Context: an optimization exercise on an open-source flow, tuned for small area and a short achievable clock period. The choices shown serve that exercise and are no tape-out recipe. Power figures rest on the tool's default switching activity, not on a simulated workload.

==> flow/design.v (excerpt) <==
module ahb_bus_matrix
(
  input HBUSREQx0,
  input HBUSREQx1,
  input HBUSREQx2,
  input HBUSREQx3,
  input HLOCKx0,
  input HLOCKx1,
  input HLOCKx2,
  input HLOCKx3,
  input [1:0] HTRANSx0,
  input [1:0] HTRANSx1,
  input [1:0] HTRANSx2,
  input [1:0] HTRANSx3,
  input [31:0] HADDRx0,
  input [31:0] HADDRx1,
  input [31:0] HADDRx2,
  input [31:0] HADDRx3,
  input HWRITEx0,
  input HWRITEx1,
  input HWRITEx2,
  input HWRITEx3,
  input [2:0] HSIZEx0,
  input [2:0] HSIZEx1,
  input [2:0] HSIZEx2,
  input [2:0] HSIZEx3,
  input [2:0] HBURSTx0,
  input [2:0] HBURSTx1,
  input [2:0] HBURSTx2,
  input [2:0] HBURSTx3,
  input [31:0] HWDATAx0,
  input [31:0] HWDATAx1,
  input [31:0] HWDATAx2,
  input [31:0] HWDATAx3,
  input HREADYx0,
  input HREADYx1,
  input HREADYx2,
  input HREADYx3,
  input HREADYx4,
  input HREADYx5,
  input HREADYx6,
  input [1:0] HRESPx0,
  input [1:0] HRESPx1,
  input [1:0] HRESPx2,
  input [1:0] HRESPx3,
  input [1:0] HRESPx4,
  input [1:0] HRESPx5,
  input [1:0] HRESPx6,
  input [31:0] HRDATAx0,
  input [31:0] HRDATAx1,
  input [31:0] HRDATAx2,
  input [31:0] HRDATAx3,
  input [31:0] HRDATAx4,
  input [31:0] HRDATAx5,
  input [31:0] HRDATAx6, 
  input [3:0] HSPLITx0,
  input [3:0] HSPLITx1,
  input [3:0] HSPLITx2,
  input [3:0] HSPLITx3,
  input [3:0] HSPLITx4,
  input [3:0] HSPLITx5,
  input [3:0] HSPLITx6,
  output HGRANTx0,
  output HGRANTx1,
  output HGRANTx2,
  output HGRANTx3,
  output HSELx0,
  output HSELx1,
  output HSELx2,
  output HSELx3,
  output HSELx4,
  output HSELx5,
  output HSELx6,
  input HRESETn,
  input HCLK,
  output [1:0] HTRANS,
  output [31:0] HADDR,
  output HWRITE,
  output [2:0] HSIZE,
  output [2:0] HBURST,
  output [31:0] HWDATA,
  output HREADY,
  output [1:0] HRESP,
  output [31:0] HRDATA,
  output [3:0] HMASTER,
  output HMASTLOCK
);
export LEC_CHECK = 0
export CAP_MARGIN = 20
export CORE_AREA = 6 6 274 274
export DIE_AREA = 0 0 280 280
export SETUP_SLACK_MARGIN = 1.0
export SLEW_MARGIN = 20
create_clock -name core_clock -period 4.0 [get_ports {HCLK}]
standard.sh (not shown) runs the stock make flow with config.mk's settings and CLKGATE_MAP_FILE= SYNTH_SCRIPT=/design/flow/synth_recipe.tcl, a recipe that flattens the netlist after the stock synthesis.
==> flow/flow/run.sh <==
#!/bin/bash
# Standard ORFS layout, with the port buffers made from the smallest buffer cell.
set -euo pipefail
export BUFFER_PORTS_ARGS="-buffer_cell sky130_fd_sc_hd__buf_1"
bash standard.sh > flow_make.log 2>&1
Next try:
--- a/flow/design.v
+++ b/flow/design.v
@@ -78,47 +78,43 @@
   output HWRITE,
   output [2:0] HSIZE,
   output [2:0] HBURST,
   output [31:0] HWDATA,
   output HREADY,
   output [1:0] HRESP,
   output [31:0] HRDATA,
   output [3:0] HMASTER,
   output HMASTLOCK
 );
-reg [1:0] grant_x;     
-reg [3:0] hm_x;        
+reg [1:0] grant;       
+reg [1:0] hm;          
 reg [1:0] hmd;         
 reg       fixlen;      
 reg       split_q;     
 reg       retry_q;     
 reg [5:0] count;       
-reg [3:0] mask_n;      
+reg [3:0] req_mask;    
 reg [2:0] ss;          
-wire [1:0] grant    = grant_x ^ 2'b01;
-wire [3:0] hm_oh    = hm_x ^ 4'b0010;
-wire [3:0] req_mask = ~mask_n;
-wire a0 = hm_oh[0];
-wire a1 = hm_oh[1];
-wire a2 = hm_oh[2];
-wire a3 = hm_oh[3];
+wire a0 = (hm == 2'd0);
+wire a1 = (hm == 2'd1);
+wire a2 = (hm == 2'd2);
+wire a3 = (hm == 2'd3);
 assign HADDR  = ({32{a0}} & HADDRx0)  | ({32{a1}} & HADDRx1)  |
                 ({32{a2}} & HADDRx2)  | ({32{a3}} & HADDRx3);
 assign HWRITE = (a0 & HWRITEx0) | (a1 & HWRITEx1) |
                 (a2 & HWRITEx2) | (a3 & HWRITEx3);
 assign HTRANS = ({2{a0}} & HTRANSx0) | ({2{a1}} & HTRANSx1) |
                 ({2{a2}} & HTRANSx2) | ({2{a3}} & HTRANSx3);
 assign HSIZE  = ({3{a0}} & HSIZEx0)  | ({3{a1}} & HSIZEx1)  |
                 ({3{a2}} & HSIZEx2)  | ({3{a3}} & HSIZEx3);
 assign HBURST = ({3{a0}} & HBURSTx0) | ({3{a1}} & HBURSTx1) |
                 ({3{a2}} & HBURSTx2) | ({3{a3}} & HBURSTx3);
-wire [1:0] hm = {a2 | a3, a1 | a3};
 wire d0 = (hmd == 2'd0);
 wire d1 = (hmd == 2'd1);
 wire d2 = (hmd == 2'd2);
 wire d3 = (hmd == 2'd3);
 assign HWDATA = ({32{d0}} & HWDATAx0) | ({32{d1}} & HWDATAx1) |
                 ({32{d2}} & HWDATAx2) | ({32{d3}} & HWDATAx3);
 wire [3:0] ah = HADDR[31:28];
 assign HSELx1 = (ah == 4'h1);
 assign HSELx2 = (ah == 4'h2);
 assign HSELx3 = (ah == 4'h3);
@@ -193,42 +189,42 @@
                (t_seq && HREADY && !count[5]) ? (count[5:2] == 4'd0 && count[1:0] != 2'd0 && count[1:0] != 2'd3) :
                (count[5:1] == 5'd0);
 wire degrant = !busreq | t_idle | (fixlen & !locked & cnt_le1) | split_q | retry_q;
 wire resp_split = (HRESP == 2'b11);
 wire to_dummy = (locked & resp_split) |
                 (g1 & resp_split & !HBUSREQx2 & !HBUSREQx3) |
                 (req_mask == 4'b0);
 wire [1:0] next_grant = (HBUSREQx3 & req_mask[3]) ? 2'd3 :
                         (HBUSREQx2 & req_mask[2]) ? 2'd2 : 2'd1;
 always @(posedge HCLK or negedge HRESETn) begin
-  if (!HRESETn)      grant_x <= 2'd0;
-  else if (to_dummy) grant_x <= 2'd0 ^ 2'b01;
-  else if (degrant)  grant_x <= next_grant ^ 2'b01;
-end
-wire [3:0] grant_oh = {g3, g2, g1, g0};
+  if (!HRESETn)      grant <= 2'd1;
+  else if (to_dummy) grant <= 2'd0;
+  else if (degrant)  grant <= next_grant;
+end
 always @(posedge HCLK or negedge HRESETn) begin
   if (!HRESETn) begin
-    hm_x <= 4'd0;
-    hmd  <= 2'd0;
+    hm  <= 2'd1;
+    hmd <= 2'd0;
   end else if (HREADY) begin
-    hm_x <= grant_oh ^ 4'b0010;
-    hmd  <= hm;
+    hm  <= grant;
+    hmd <= hm;
   end
 end
 always @(posedge HCLK or negedge HRESETn) begin
   if (!HRESETn) begin
     fixlen  <= 1'b0;
     split_q <= 1'b0;
     retry_q <= 1'b0;
   end else begin
     fixlen  <= (HBURST != 3'b001);
     split_q <= resp_split;
     retry_q <= (HRESP == 2'b10);
   end
 end
 wire [3:0] hsplit = HSPLITx0 | HSPLITx1 | HSPLITx2 | HSPLITx3 |
                     HSPLITx4 | HSPLITx5 | HSPLITx6;
-always @(posedge HCLK or negedge HRESETn) begin
-  if (!HRESETn) mask_n <= 4'b0000;
-  else          mask_n <= ~((req_mask | hsplit) & ~({4{split_q}} & hm_oh));
+wire [3:0] hm_oh  = {a3, a2, a1, a0};
+always @(posedge HCLK or negedge HRESETn) begin
+  if (!HRESETn) req_mask <= 4'b1111;
+  else          req_mask <= (req_mask | hsplit) & ~({4{split_q}} & hm_oh);
 end
 endmodule
=> The changed run passed the timing, design-rule and antenna checks. Hold slack degrades by 0.11 ns. Combinational power went up by 10%. Maximum frequency went down by 5.1%. Area after synthesis went down by 2.9%. Clock skew barely changes. Total power went up by 8.7%. Cell count went down by 1.7%. Setup slack degrades by 0.16 ns. Clock power went up by 9.8%. Register-to-register slack degrades by 0.30 ns. Utilization went up by 0.82 points. Die area stays the same.
Function was not checked in any run of this note: the RTL went through the layout flow alone.

[re-timing with driven ports]
In the flow no input, the clock included, has a driving cell. The finished layouts below were timed again as built, in two steps. Step 1 sets driving cells, clkbuf_16 on the clock port and buf_2 on the other inputs (assumed; they add their load-dependent delay and slew). Step 2 adds t to the input delays and takes it off the output delays; t is the mean of the earliest and latest rising clock arrival at the registers after step 1. Input paths then give back, and output paths get back, about the clock's delay inside the block. a / b / c = no drivers / after step 1 / after step 2; a / b = the first two.
run | t (ns) | setup WS [ns] | slew at the worst register clock pin (ns) | worst slew at a driven data input, ns
the first run | 0.334 | 1.024 / 0.971 / 1.150 | 0.08 / 0.08 | 0.18
the second run | 0.306 | 0.865 / 0.824 / 0.949 | 0.07 / 0.07 | 0.20
After both steps setup and hold are still met in every run listed.
